Source: an optimization exercise on an open RTL-to-GDS flow (aim: small area and a short achievable clock period). Production flows keep margins and buffers that such runs may drop.

Setup of north:
==> module GradeZood, before the edit <==
module GradeZood(
	input logic GradeZoodNow, CLOCK_50, reset,
	input logic [2:0] master0, master1, master2, master3,
	input logic [2:0] guess0, guess1, guess2, guess3,
	input logic [3:0] seenOutZnarly,
	output logic [3:0] seenOutZood,
	output logic zoodDone
	);
	logic [3:0] seenOutZoodReg, zoodFinal;
	assign zoodFinal = seenOutZoodReg;
	logic [2:0] guessAtIndex;
	logic [1:0] index;
	logic indexDone, gradeZoodIndexNow, changeSOZ, resetSeenOutZoodReg;
	GradeZoodIndex idg(.*);
	localparam logic [2:0] waiting = 3'd0, changeZ = 3'd5, done = 3'd6, check0 = 3'd1, check1 = 3'd2, check2 = 3'd3, check3 = 3'd4;
	logic [2:0] currentState, nextState;
	always_comb
		case (currentState)
			waiting: nextState = (~GradeZoodNow) ? waiting : (seenOutZnarly[0] == 0) ? check0 : (seenOutZnarly[1] == 0) ? check1 : (seenOutZnarly[2] == 0) ? check2 : (seenOutZnarly[3] == 0) ? check3 : changeZ;
			check0: nextState = (~indexDone) ? check0 : (seenOutZnarly[1] == 0) ? check1 : (seenOutZnarly[2] == 0) ? check2 : (seenOutZnarly[3] == 0) ? check3 : changeZ;
			check1: nextState = (~indexDone) ? check1 : (seenOutZnarly[2] == 0) ? check2 : (seenOutZnarly[3] == 0) ? check3 : changeZ;
			check2: nextState = (~indexDone) ? check2 : (seenOutZnarly[3] == 0) ? check3 : changeZ;
			check3: nextState = (~indexDone) ? check3 : changeZ;
			changeZ: nextState = done;
			done: nextState = waiting;
			default: nextState = waiting;
		endcase
	always_comb begin
		changeSOZ = 0;
		index = 0;
		zoodDone = 0;
		gradeZoodIndexNow = 1;
		guessAtIndex = 0;
		resetSeenOutZoodReg = 0;
		case (currentState)
			waiting: begin
				resetSeenOutZoodReg = 1;
				gradeZoodIndexNow = 0;
			end
			check0: begin index = 0; guessAtIndex = guess0; end
			check1: begin index = 1; guessAtIndex = guess1; end
			check2: begin index = 2; guessAtIndex = guess2; end
			check3: begin index = 3; guessAtIndex = guess3; end
			changeZ: begin changeSOZ = 1; gradeZoodIndexNow = 0; end
			done: begin zoodDone = 1; gradeZoodIndexNow = 0; end
			default: ;
		endcase
	end
	always_ff @(posedge CLOCK_50, posedge reset)
		if (reset) begin
			currentState <= waiting;
			seenOutZood <= 0;
		end
		else begin
			if (changeSOZ)
				seenOutZood <= zoodFinal;
			currentState <= nextState;
		end
endmodule
export LEC_CHECK = 0
export ABC_AREA = 1
export CAP_MARGIN = 20
export CORE_MARGIN = 2
export CORE_UTILIZATION = 40
export SLEW_MARGIN = 20
create_clock -name core_clock -period 20.0 [get_ports {CLOCK_50}]
standard.sh (not shown) runs the stock make flow with config.mk's settings and CLKGATE_MAP_FILE= SYNTH_SCRIPT=/design/flow/synth_recipe.tcl, a recipe that flattens the netlist after the stock synthesis.
==> flow/flow/run.sh <==
#!/bin/bash
set -euo pipefail
MARGIN=0
CTS="-sink_clustering_enable -repair_clock_nets -buf_list sky130_fd_sc_hd__clkbuf_8 -sink_clustering_size 18 -sink_clustering_max_diameter 60 -dont_use_dummy_load"
bash standard.sh 'BUFFER_PORTS_ARGS=-buffer_cell sky130_fd_sc_hd__buf_1' "CTS_ARGS=$CTS" "SETUP_SLACK_MARGIN=$MARGIN" finish > standard_flow.log 2>&1
Edits applied to the flow inputs when going from north to south:
diff --git a/flow/design.v b/flow/design.v
--- a/flow/design.v
+++ b/flow/design.v
@@ -7,9 +7,8 @@
 	output logic [3:0] seenOutZood,
 	output logic zoodDone
 	);
 	logic [3:0] seenOutZoodReg, zoodFinal;
-	assign zoodFinal = seenOutZoodReg;
 	logic [2:0] guessAtIndex;
 	logic [1:0] index;
 	logic indexDone, gradeZoodIndexNow, changeSOZ, resetSeenOutZoodReg;
 	GradeZoodIndex idg(.*);
@@ -50,13 +49,15 @@
 	always_ff @(posedge CLOCK_50, posedge reset)
 		if (reset) begin
 			currentState <= waiting;
 			seenOutZood <= 0;
+			zoodFinal <= 0;
 		end
 		else begin
 			if (changeSOZ)
 				seenOutZood <= zoodFinal;
 			currentState <= nextState;
+			zoodFinal <= seenOutZoodReg;
 		end
 endmodule
 module GradeZoodIndex(
 	input logic gradeZoodIndexNow, CLOCK_50, reset, resetSeenOutZoodReg,
[summary]
Total clock sinks was lower in the run labelled north.
Diff north..south | number of port buffers | negligible
Minimum setup slack in the final design (south over north): decrease, 0.0084 ns
The lower async set-or-reset flop fraction in the synthesized netlist came out of north.
Reported for north and south, number of gates on the worst path with buffers counted turned out identical to the last digit.
Between north and south, the difference in post-detailed-route wirelength per cell is negligible.
Compared with north, in south upper clock frequency limit level; cell area moved up; clock distribution area overhead in the final layout level.
south ended up with a lower overall fraction of global-route tracks in use than north did.
Post-synthesis compound-gate area fraction up 0.83 points in south wrt north
On detailed-router iteration count before antenna repair, the lower figure sits with south, not north.
Min routed wire length across north and south: south
Delta(cell total after placement, south - north) < 0
Function was not checked in any run of this note: the RTL went through the layout flow alone.

==> re-timing with driven ports <==
The flow's constraints put no driver on any port. The routed layouts listed below were extracted and timed again, unchanged, in two steps.
Step 1: set_driving_cell puts a clkbuf_16 on CLOCK_50 and a buf_2 on each other input, an assumption about the parent block.
Step 2 moves the port delays by t, midway between the first and last clock arrival at a register: inputs arrive t later, outputs are due t later. That takes back most of the time a late clock gives input paths.
Slacks: ideal / step 1 / step 2; pairs: ideal / step 1.
| run | t (ns) | setup slack, ns | hold WS [ns] | worst register clock-pin slew, ns | worst data-port slew with drivers (ns) |
|---|---|---|---|---|---|
| north | 0.566 | 11.350 / 11.327 / 11.327 | 0.274 / 0.274 / 0.274 | 0.11 / 0.11 | 0.03 |
| south | 0.575 | 11.342 / 11.317 / 11.317 | 0.329 / 0.329 / 0.329 | 0.11 / 0.11 | 0.06 |
After both steps setup and hold are still met in every run listed. The setup slack of south, which loses most, moves by -0.025 ns with the drivers and by -0.025 ns with both steps.
